This design comes from an exercise in tuning for small area, a short achievable clock period and few clock cycles per item on the open sky130 flow, not from production work.
Where RTL was checked, it was by simulation tests only, not by an equivalence proof against the original.
Power is estimated from default activity; no workload was simulated.

rev 12:
==> module ALU_unit, before the edit <==
module ALU_unit(ctrl_sig,in1,in2,result);
    input [10:0] ctrl_sig;
    input [31:0] in1;
    input [31:0] in2;
    output [31:0] result;
    wire sub   = ctrl_sig[0];
    wire s_add = ctrl_sig[1];
    wire s_lt  = ctrl_sig[2];
    wire s_ltu = ctrl_sig[3];
    wire s_sh  = ctrl_sig[4];
    wire left  = ctrl_sig[5];
    wire arith = ctrl_sig[6];
    wire [3:0] tt = ctrl_sig[10:7];
    wire [33:0] sum_w = {1'b0,in1,1'b1} + {1'b0,in2,sub};
    wire [32:0] sum = sum_w[33:1];
    wire ltu = !sum[32];
    wire eq = &(in1 ^ in2);
    wire lt = (in1[31] == in2[31]) ? in1[31] : (in1[31] ? (!ltu && !eq) : ltu);
    wire cmp = (s_lt && lt) || (s_ltu && ltu);
    wire [31:0] logic_r = ({32{tt[3]}} & in1 & in2) | ({32{tt[2]}} & in1 & ~in2) |
                          ({32{tt[1]}} & ~in1 & in2);
    wire [31:0] in1_rev;
    genvar i;
    generate
      for (i = 0; i < 32; i = i + 1) begin : rev_in
        assign in1_rev[i] = in1[31-i];
      end
    endgenerate
    wire [31:0] sh_in = left ? in1_rev : in1;
    wire fill = arith && in1[31];
    wire [63:0] sh_wide = {{32{fill}}, sh_in} >> in2[4:0];
    wire [31:0] sh_r = sh_wide[31:0];
    wire [31:0] sh_rev;
    generate
      for (i = 0; i < 32; i = i + 1) begin : rev_out
        assign sh_rev[i] = sh_r[31-i];
      end
    endgenerate
    wire [31:0] sh_out = left ? sh_rev : sh_r;
    assign result = ({32{s_add}} & sum[31:0]) | ({32{s_sh}} & sh_out) |
                    logic_r | {31'b0, cmp};
endmodule
export LEC_CHECK = 0
export CAP_MARGIN = 20
export CORE_MARGIN = 2
export CORE_UTILIZATION = 40
export CTS_BUF_LIST = sky130_fd_sc_hd__clkbuf_4 sky130_fd_sc_hd__clkbuf_8
export CTS_CLUSTER_SIZE = 20
export SETUP_SLACK_MARGIN = 4.8
export SLEW_MARGIN = 20
export SYNTH_HIERARCHICAL = 1
create_clock -name core_clock -period 8.0 [get_ports {clk}]
run.sh (not shown) runs the stock make flow with config.mk's settings and CLKGATE_MAP_FILE= SYNTH_SCRIPT=/design/flow/synth_recipe.tcl, a recipe that flattens the netlist after the stock synthesis.
Testbench counts of rev 12, summed over its fixed seeds: cycles 24,016, items 24,000.
The following lists how rev 13 was set up differently from rev 12:
-- flow/design.v --
<<< rev 12, line 13
    wire arith = ctrl_sig[6];
    wire [3:0] tt = ctrl_sig[10:7];
    wire [33:0] sum_w = {1'b0,in1,1'b1} + {1'b0,in2,sub};
    wire [32:0] sum = sum_w[33:1];
    wire ltu = !sum[32];
    wire eq = &(in1 ^ in2);
>>> rev 13, line 13
    wire arith = ctrl_sig[6];
    wire [3:0] tt = ctrl_sig[10:7];
    wire [32:0] sum = {1'b0,in1} + {1'b0,in2} + {32'b0,sub};
    wire ltu = !sum[32];
    wire eq = &(in1 ^ in2);
## What came out
- The higher internal portion of total power came out of rev 13.
- The overall power consumption of rev 13 is higher than that of rev 12.
- Total cell area at the placement stage of rev 13 falls short of that of rev 12 slightly.
- Sequential power: rev 12 vs rev 13, no meaningful difference
- Rev 13 against rev 12: area of the core decreased 1300 um^2, layout buffering overhead excluding clock cells increased 0.55 points, total wire length after detailed routing essentially unchanged, met1 global-route usage essentially unchanged, core utilization increased 0.58 points.
- Multi-input logic portion of the cell area: rev 13 vs rev 12 down 0.47 points
- Rev 13 and rev 12 ended up with nearly the same final area.
- In the metrics for rev 13 and rev 12, the one carrying the higher clock buffer instance count of the final layout is rev 13.
- Worst-case setup slack after placement down 55 ps in rev 13 wrt rev 12
- The final critical-path setup slack of rev 13 falls short of that of rev 12 by 130 ps.
Only the layout flow was run in rev 13; the RTL was not checked for function there.

========
The RTL this note starts from:
==> flow/design.v <==
`timescale 1ns / 1ps
module ALU_unit(ctrl_sig,in1,in2,result);
    input [10:0] ctrl_sig;
    input [31:0] in1;
    input [31:0] in2;
    output [31:0] result;
    wire sub   = ctrl_sig[0];
    wire s_add = ctrl_sig[1];
    wire s_lt  = ctrl_sig[2];
    wire s_ltu = ctrl_sig[3];
    wire s_sh  = ctrl_sig[4];
    wire left  = ctrl_sig[5];
    wire arith = ctrl_sig[6];
    wire [3:0] tt = ctrl_sig[10:7];
    wire [33:0] sum_w = {1'b0,in1,1'b1} + {1'b0,in2,sub};
    wire [32:0] sum = sum_w[33:1];
    wire ltu = !sum[32];
    wire eq = &(in1 ^ in2);
    wire lt = (in1[31] == in2[31]) ? in1[31] : (in1[31] ? (!ltu && !eq) : ltu);
    wire cmp = (s_lt && lt) || (s_ltu && ltu);
    wire [31:0] logic_r = ({32{tt[3]}} & in1 & in2) | ({32{tt[2]}} & in1 & ~in2) |
                          ({32{tt[1]}} & ~in1 & in2);
    wire [31:0] in1_rev;
    genvar i;
    generate
      for (i = 0; i < 32; i = i + 1) begin : rev_in
        assign in1_rev[i] = in1[31-i];
      end
    endgenerate
    wire [31:0] sh_in = left ? in1_rev : in1;
    wire fill = arith && in1[31];
    wire [63:0] sh_wide = {{32{fill}}, sh_in} >> in2[4:0];
    wire [31:0] sh_r = sh_wide[31:0];
    wire [31:0] sh_rev;
    generate
      for (i = 0; i < 32; i = i + 1) begin : rev_out
        assign sh_rev[i] = sh_r[31-i];
      end
    endgenerate
    wire [31:0] sh_out = left ? sh_rev : sh_r;
    assign result = ({32{s_add}} & sum[31:0]) | ({32{s_sh}} & sh_out) |
                    logic_r | {31'b0, cmp};
endmodule
`timescale 1ns / 1ps
module control_unit(load,f7nz,func,ctrl_sig);
    input load;
    input f7nz;
    input [2:0] func;
    output reg [10:0] ctrl_sig;
    always@(*)
      if (load)
        ctrl_sig = {4'b1110,7'b0000000};         
      else if (!f7nz)
        case (func)
          3'b000: ctrl_sig = {4'b0000,7'b0000010};   
          3'b001: ctrl_sig = {4'b0000,7'b0110000};   
          3'b010: ctrl_sig = {4'b0000,7'b0000101};   
          3'b011: ctrl_sig = {4'b0000,7'b0001001};   
          3'b100: ctrl_sig = {4'b0110,7'b0000000};   
          3'b101: ctrl_sig = {4'b0000,7'b0010000};   
          3'b110: ctrl_sig = {4'b1110,7'b0000000};   
          default: ctrl_sig = {4'b1000,7'b0000000};  
        endcase
      else if (func == 3'b000)
        ctrl_sig = {4'b0000,7'b0000011};             
      else
        ctrl_sig = {4'b0000,7'b1010000};             
endmodule
`timescale 1ns / 1ps
module rd_group(d0,s0,d1,s1,d2,s2,y_n);
input d0,s0,d1,s1,d2,s2;
output y_n;
assign y_n = ~((d0 & s0) | (d1 & s1) | (d2 & s2));
endmodule
module rd_port(regs,sel,x0,xs0,x1,xs1,data);
input [1023:0] regs;
input [31:0] sel;
input [31:0] x0;
input xs0;
input [31:0] x1;
input xs1;
output [31:0] data;
genvar j, g;
generate
  for (j = 0; j < 32; j = j + 1) begin : bit_
    wire [11:0] gn;
    for (g = 0; g < 10; g = g + 1) begin : grp
      rd_group G(regs[(3*g)*32+j],sel[3*g],regs[(3*g+1)*32+j],sel[3*g+1],
                 regs[(3*g+2)*32+j],sel[3*g+2],gn[g]);
    end
    rd_group G10(regs[30*32+j],sel[30],regs[31*32+j],sel[31],x0[j],xs0,gn[10]);
    assign gn[11] = ~(x1[j] & xs1);
    assign data[j] = ~&gn;
  end
endgenerate
endmodule
module reg_bank(clk,rs1_hi,rs1_lo,rs2_hi,rs2_lo,ld_en,ld_data,fw1_en,fw2_en,
                rs1_data,rs2_data,rd_addr,rd_data,rd_we);
input  clk;
input [3:0] rs1_hi;
input [7:0] rs1_lo;
input [3:0] rs2_hi;
input [7:0] rs2_lo;
input ld_en;
input [31:0] ld_data;
input fw1_en;
input fw2_en;
output [31:0] rs1_data;
output [31:0] rs2_data;
input [4:0] rd_addr;
input [31:0] rd_data;
input rd_we;
 reg [31:0] Reg[0:31];
 wire [1023:0] regs;
 wire [31:0] sel1;
 wire [31:0] sel2;
 genvar i;
 generate
   for (i = 0; i < 32; i = i + 1) begin : flat
     assign regs[i*32+31:i*32] = Reg[i];
     assign sel1[i] = rs1_hi[i/8] && rs1_lo[i%8];
     assign sel2[i] = rs2_hi[i/8] && rs2_lo[i%8];
   end
 endgenerate
 rd_port P1(regs,sel1,rd_data,fw1_en,ld_data,ld_en,rs1_data);
 rd_port P2(regs,sel2,rd_data,fw2_en,32'b0,1'b0,rs2_data);
 always@ (posedge clk)
   begin
     if (rd_we)
       Reg[rd_addr] <= rd_data;
   end
endmodule
`timescale 1ns / 1ps
module fetch_decode_unit(clk,rst,in_valid,in_load,in_instr,in_data,
                         f_valid,f_load,f_data,f_rd,f_func,f_f7nz);
    input clk;
    input rst;
    input in_valid;
    input in_load;
    input [31:0] in_instr;
    input [31:0] in_data;
    output reg f_valid;
    output reg f_load;
    output reg [31:0] f_data;
    output reg [4:0] f_rd;
    output reg [2:0] f_func;
    output reg f_f7nz;
    always@(posedge clk)
    begin
      if (rst)
        f_valid <= 1'b0;
      else
        f_valid <= in_valid;
      f_load <= in_load;
      f_data <= in_data;
      f_rd <= in_instr[11:7];
      f_func <= in_instr[14:12];
      f_f7nz <= |in_instr[31:25];
    end
endmodule
`timescale 1ns / 1ps
module mips_rtype_core(clk,rst,in_valid,in_ready,in_load,in_instr,in_data,
                       out_valid,out_rd,out_data);
    input clk;
    input rst;
    input in_valid;
    output in_ready;
    input in_load;
    input [31:0] in_instr;
    input [31:0] in_data;
    output out_valid;
    output [4:0] out_rd;
    output [31:0] out_data;
    wire f_valid;
    wire f_load;
    wire [31:0] f_data;
    wire [4:0] f_rd;
    wire [2:0] f_func;
    wire f_f7nz;
    fetch_decode_unit IF_ID(clk,rst,in_valid,in_load,in_instr,in_data,
                            f_valid,f_load,f_data,f_rd,f_func,f_f7nz);
    reg x_valid;
    reg [4:0] x_rd;
    wire [31:0] result;
    wire [31:0] r_op1;
    wire [31:0] r_op2;
    reg [31:0] x_op1;
    reg [31:0] x_op2;
    wire [10:0] ctrl_sig;
    reg [10:0] x_ctrl;
    reg w_valid;
    reg [4:0] w_rd;
    reg [31:0] w_data;
    wire [4:0] in_rs1 = in_instr[19:15];
    wire [4:0] in_rs2 = in_instr[24:20];
    wire p1x = f_valid && f_rd == in_rs1;
    wire p2x = f_valid && f_rd == in_rs2;
    wire p1w = x_valid && x_rd == in_rs1;
    wire p2w = x_valid && x_rd == in_rs2;
    wire rd1 = !in_load && !p1x && !p1w;
    wire rd2 = !in_load && !p2x && !p2w;
    reg m1x, m2x, use_w1, use_w2;
    reg [3:0] rs1_hi;
    reg [7:0] rs1_lo;
    reg [3:0] rs2_hi;
    reg [7:0] rs2_lo;
    integer k;
    always@(posedge clk)
    begin
      m1x <= !in_load && p1x;
      m2x <= !in_load && p2x;
      use_w1 <= !in_load && !p1x && p1w;
      use_w2 <= !in_load && !p2x && p2w;
      for (k = 0; k < 4; k = k + 1)
        begin
          rs1_hi[k] <= rd1 && in_rs1[4:3] == k;
          rs2_hi[k] <= rd2 && in_rs2[4:3] == k;
        end
      for (k = 0; k < 8; k = k + 1)
        begin
          rs1_lo[k] <= in_rs1[2:0] == k;
          rs2_lo[k] <= in_rs2[2:0] == k;
        end
    end
    wire use_d1 = f_load;
    reg_bank Register(clk,rs1_hi,rs1_lo,rs2_hi,rs2_lo,use_d1,f_data,use_w1,use_w2,
                      r_op1,r_op2,w_rd,w_data,w_valid);
    control_unit IC(f_load,f_f7nz,f_func,ctrl_sig);
    always@(posedge clk)
    begin
      if (rst)
        x_valid <= 1'b0;
      else
        x_valid <= f_valid;
      x_rd <= f_rd;
      x_ctrl <= ctrl_sig;
      x_op1 <= r_op1 | (result & {32{m1x}});
      x_op2 <= (r_op2 | (result & {32{m2x}})) ^ {32{ctrl_sig[0]}};
    end
    ALU_unit IE(x_ctrl,x_op1,x_op2,result);
    always@(posedge clk)
    begin
      if (rst)
        w_valid <= 1'b0;
      else
        w_valid <= x_valid;
      w_rd <= x_rd;
      w_data <= result;
    end
    reg o_valid;
    reg [4:0] o_rd;
    reg [31:0] o_data;
    always@(posedge clk)
    begin
      if (rst)
        o_valid <= 1'b0;
      else
        o_valid <= x_valid;
      o_rd <= x_rd;
      o_data <= result;
    end
    assign in_ready = 1'b1;
    assign out_valid = o_valid;
    assign out_rd = o_rd;
    assign out_data = o_data;
endmodule
export LEC_CHECK = 0
export CAP_MARGIN = 20
export CORE_MARGIN = 2
export CORE_UTILIZATION = 40
export CTS_BUF_LIST = sky130_fd_sc_hd__clkbuf_4 sky130_fd_sc_hd__clkbuf_8
export CTS_CLUSTER_SIZE = 20
export SETUP_SLACK_MARGIN = 4.8
export SLEW_MARGIN = 20
export SYNTH_HIERARCHICAL = 1
create_clock -name core_clock -period 8.0 [get_ports {clk}]
standard.sh (not shown) runs the stock make flow with config.mk's settings and CLKGATE_MAP_FILE= SYNTH_SCRIPT=/design/flow/synth_recipe.tcl, a recipe that flattens the netlist after the stock synthesis.
==> flow/flow/run.sh <==
#!/bin/bash
# The standard layout, with clock tree synthesis told not to add dummy loads,
# to cluster more registers under each leaf buffer and to use a strong root.
cd "$(dirname "$0")/.."
sed -n '1,200p' standard.sh > standard_sh_copy.log
export CTS_ARGS="-sink_clustering_enable -repair_clock_nets -dont_use_dummy_load -sink_clustering_size 16 -sink_clustering_max_diameter 60 -buf_list {sky130_fd_sc_hd__clkbuf_8 sky130_fd_sc_hd__clkbuf_16} -root_buf sky130_fd_sc_hd__clkbuf_16 -sink_clustering_buffer sky130_fd_sc_hd__clkbuf_8"
bash standard.sh > standard.log 2>&1
Testbench counts at the start, summed over its fixed seeds: cycles 24,016, items 24,000.
Edit:
--- a/flow/design.v
+++ b/flow/design.v
@@ -254,9 +254,15 @@
     begin
       if (rst)
-        o_valid <= 1'b0;
-      else
-        o_valid <= x_valid;
-      o_rd <= x_rd;
-      o_data <= result;
+        begin
+          o_valid <= 1'b0;
+          o_rd <= 5'b0;
+          o_data <= 32'b0;
+        end
+      else
+        begin
+          o_valid <= x_valid;
+          o_rd <= x_rd;
+          o_data <= result;
+        end
     end
     assign in_ready = 1'b1;
The new run finished with timing, DRC and antenna clean. Utilization shrinks by 0.30 points. Cell area grows slightly. Setup slack got worse by 0.042 ns. Non-clock buffer count grows by 6. Cell count grows by a few percent.
Testbench counts after the change, summed over its fixed seeds: cycles 24,016, items 24,000.

what the ideal ports hide:
The flow's constraints put no driver on any port. The routed layouts listed below were extracted and timed again, unchanged, in two steps. Step 1 (the two cells are an assumption about what drives the block):
set clk [get_ports {clk}]
set_driving_cell -lib_cell sky130_fd_sc_hd__clkbuf_16 $clk
set_driving_cell -lib_cell sky130_fd_sc_hd__buf_2 [delete_from_list [all_inputs] $clk]
Step 2 adds t to the input delays and takes it off the output delays; t is the mean of the earliest and latest rising clock arrival at the registers after step 1. Input paths then give back, and output paths get back, about the clock's delay inside the block. Slacks: no drivers / after step 1 / after step 2; pairs: no drivers / after step 1.
run | shift t [ns] | setup slack, ns | worst setup path after step 2 | slew at the worst register clock pin (ns) | worst data-port slew with drivers (ns)
rev 12 | 0.961 | 4.760 / 4.760 / 4.740 | input to register | 0.07 / 0.07 | 0.05
rev 13 | 1.001 | 4.630 / 4.630 / 4.630 | register to register | 0.09 / 0.09 | 0.06
the first run of note 2 | 0.733 | 4.798 / 4.751 / 4.609 | input to register | 0.11 / 0.11 | 0.10
the second run of note 2 | 0.752 | 4.756 / 4.756 / 4.642 | input to register | 0.11 / 0.11 | 0.08
After both steps every run listed still meets setup and hold. For the first run of note 2, which loses most, drivers alone change the setup slack by -0.047 ns; drivers and shift together by -0.189 ns.
